This design comes from an exercise in tuning for small area and a short achievable clock period on the open sky130 flow, not from production work.
In this exercise RTL edits were held to simulation tests only and were not proved equivalent to the original.
No activity file was given, so power comes from the tool's default toggle rates.

==> module mcdf_chan, before the edit <==
module mcdf_chan (
  input             clk_i,
  input             rstn_i,
  input      [31:0] data_i,
  input             vld_i,
  input             en_next_i,    
  input             pop_req_i,    
  input             sel_next_i,   
  output            ready_o,
  output     [5:0]  free_o,       
  output            empty_o,
  output reg        val_o,        
  output reg [31:0] rdata_o       
);
reg [31:0] mem [0:31];
reg [3:0]  wlo_r;      
reg [7:0]  whi_r;
reg [3:0]  rlo_r;      
reg [7:0]  rhi_r;
reg [7:0]  rhs_r;      
reg [5:0]  lag_r;      
reg        push_r;     
reg        pop_r;
reg        full_r;
reg        empty_r;
reg  nrdy_r;           
assign ready_o = ~nrdy_r;
wire push = vld_i & ~nrdy_r;
wire pop  = pop_req_i & ~empty_r;
wire [5:0] free = lag_r - {5'd0, push_r} + {5'd0, pop_r};
wire       f1 = (free == 6'd1);
wire       e1 = (free == 6'd31);
wire       full_nx  = ~pop & (full_r | (push & f1));
wire       empty_nx = ~push & (empty_r | (pop & e1));
wire [3:0] rlo_nx = pop ? {rlo_r[2:0], rlo_r[3]} : rlo_r;
wire [7:0] rhi_nx = (pop & rlo_r[3]) ? {rhi_r[6:0], rhi_r[7]} : rhi_r;
always @(posedge clk_i or negedge rstn_i) begin
  if (!rstn_i) begin
    wlo_r   <= 4'b0001;
    whi_r   <= 8'b0000_0001;
    rlo_r   <= 4'b0001;
    rhi_r   <= 8'b0000_0001;
    rhs_r   <= 8'b0000_0000;
    lag_r   <= 6'd32;
    push_r  <= 1'b0;
    pop_r   <= 1'b0;
    full_r  <= 1'b0;
    empty_r <= 1'b1;
    nrdy_r  <= 1'b0;
    val_o   <= 1'b0;
  end else begin
    if (push) begin
      wlo_r <= {wlo_r[2:0], wlo_r[3]};
      if (wlo_r[3]) whi_r <= {whi_r[6:0], whi_r[7]};
    end
    rlo_r   <= rlo_nx;
    rhi_r   <= rhi_nx;
    rhs_r   <= rhi_nx & {8{sel_next_i}};
    lag_r   <= free;
    push_r  <= push;
    pop_r   <= pop;
    full_r  <= full_nx;
    empty_r <= empty_nx;
    nrdy_r  <= ~en_next_i | full_nx;
    val_o   <= pop;
  end
end
integer k;
always @(posedge clk_i) begin
  for (k = 0; k < 32; k = k + 1)
    if (~full_r & wlo_r[k % 4] & whi_r[k / 4]) mem[k] <= data_i;
end
reg [31:0] rd;
always @(*) begin
  rd = 32'd0;
  for (k = 0; k < 32; k = k + 1)
    rd = rd | (mem[k] & {32{rlo_r[k % 4] & rhs_r[k / 4]}});
end
always @(posedge clk_i) rdata_o <= rd;
assign free_o  = free;
assign empty_o = empty_r;
endmodule
export LEC_CHECK = 0
export CAP_MARGIN = 20
export CORE_MARGIN = 2
export CORE_UTILIZATION = 50
export CTS_CLUSTER_DIAMETER = 100
export CTS_CLUSTER_SIZE = 20
export SETUP_SLACK_MARGIN = 4.8
export SLEW_MARGIN = 20
create_clock -name core_clock -period 8.0 [get_ports {clk_i}]
run.sh (not shown) runs the stock make flow with config.mk's settings and CLKGATE_MAP_FILE= SYNTH_SCRIPT=/design/flow/synth_recipe.tcl, a recipe that flattens the netlist after the stock synthesis.
The first run finished with timing, DRC and antenna clean.
Change:
--- a/flow/design.v
+++ b/flow/design.v
@@ -14,21 +14,22 @@
 );
 reg [31:0] mem [0:31];
 reg [3:0]  wlo_r;      
 reg [7:0]  whi_r;
 reg [3:0]  rlo_r;      
 reg [7:0]  rhi_r;
-reg [7:0]  rhs_r;      
+reg [31:0] rs_r;       
 reg [5:0]  lag_r;      
 reg        push_r;     
 reg        pop_r;
 reg        full_r;
 reg        empty_r;
 reg  nrdy_r;           
 assign ready_o = ~nrdy_r;
 wire push = vld_i & ~nrdy_r;
+integer k;
 wire pop  = pop_req_i & ~empty_r;
 wire [5:0] free = lag_r - {5'd0, push_r} + {5'd0, pop_r};
 wire       f1 = (free == 6'd1);
 wire       e1 = (free == 6'd31);
 wire       full_nx  = ~pop & (full_r | (push & f1));
 wire       empty_nx = ~push & (empty_r | (pop & e1));
@@ -37,13 +38,13 @@
 always @(posedge clk_i or negedge rstn_i) begin
   if (!rstn_i) begin
     wlo_r   <= 4'b0001;
     whi_r   <= 8'b0000_0001;
     rlo_r   <= 4'b0001;
     rhi_r   <= 8'b0000_0001;
-    rhs_r   <= 8'b0000_0000;
+    rs_r    <= 32'd0;
     lag_r   <= 6'd32;
     push_r  <= 1'b0;
     pop_r   <= 1'b0;
     full_r  <= 1'b0;
     empty_r <= 1'b1;
     nrdy_r  <= 1'b0;
@@ -52,32 +53,32 @@
     if (push) begin
       wlo_r <= {wlo_r[2:0], wlo_r[3]};
       if (wlo_r[3]) whi_r <= {whi_r[6:0], whi_r[7]};
     end
     rlo_r   <= rlo_nx;
     rhi_r   <= rhi_nx;
-    rhs_r   <= rhi_nx & {8{sel_next_i}};
+    for (k = 0; k < 32; k = k + 1)
+      rs_r[k] <= sel_next_i & rlo_nx[k % 4] & rhi_nx[k / 4];
     lag_r   <= free;
     push_r  <= push;
     pop_r   <= pop;
     full_r  <= full_nx;
     empty_r <= empty_nx;
     nrdy_r  <= ~en_next_i | full_nx;
     val_o   <= pop;
   end
 end
-integer k;
 always @(posedge clk_i) begin
   for (k = 0; k < 32; k = k + 1)
     if (~full_r & wlo_r[k % 4] & whi_r[k / 4]) mem[k] <= data_i;
 end
 reg [31:0] rd;
 always @(*) begin
   rd = 32'd0;
   for (k = 0; k < 32; k = k + 1)
-    rd = rd | (mem[k] & {32{rlo_r[k % 4] & rhs_r[k / 4]}});
+    rd = rd | (mem[k] & {32{rs_r[k]}});
 end
 always @(posedge clk_i) rdata_o <= rd;
 assign free_o  = free;
 assign empty_o = empty_r;
 endmodule
 module mcdf(
First-iteration DRC count came out higher by 2.3%.
Cell area hardly moves.
Worst setup slack improved by 0.11 ns.
Utilization came out higher by 0.35 points.
Sequential share of layout area came out higher by 1.1 points.
Register-to-register slack improved by 0.14 ns.
Clock skew came out lower by 0.0094 ns.
Power came out higher by 4.9%.
Cell count came out lower by 1.7%.
Global-route usage came out higher by 1.4 points.
Flip-flop and latch count came out higher by 72.
Clock-buffer cell count came out lower by 3.
Wire length came out higher by 4.5%.

==> static timing again, ports no longer ideal <==
Ports are ideal in the flow. The routed layouts listed here were re-timed in OpenROAD. Step 1 assumes that a clkbuf_16 drives the clock port and a buf_2 every other input. Step 2 adds t to the input delays and takes it off the output delays; t is the mean of the earliest and latest rising clock arrival at the registers after step 1. Input paths then give back, and output paths get back, about the clock's delay inside the block. Slacks: ideal ports / drivers / drivers and shift; pairs: ideal ports / drivers.
| run | t, ns | slack for setup (ns) | worst slew at a driven data input, ns | pins driven straight from the clock port |
|---|---|---|---|---|
| the first run | 1.019 | 4.662 / 4.549 / 3.840 | 0.25 | 1 |
| the second run | 1.032 | 4.767 / 4.655 / 3.782 | 0.24 | 1 |
After both steps every run listed still meets setup and hold. For the second run, which loses most, drivers alone change the setup slack by -0.112 ns; drivers and shift together by -0.985 ns.
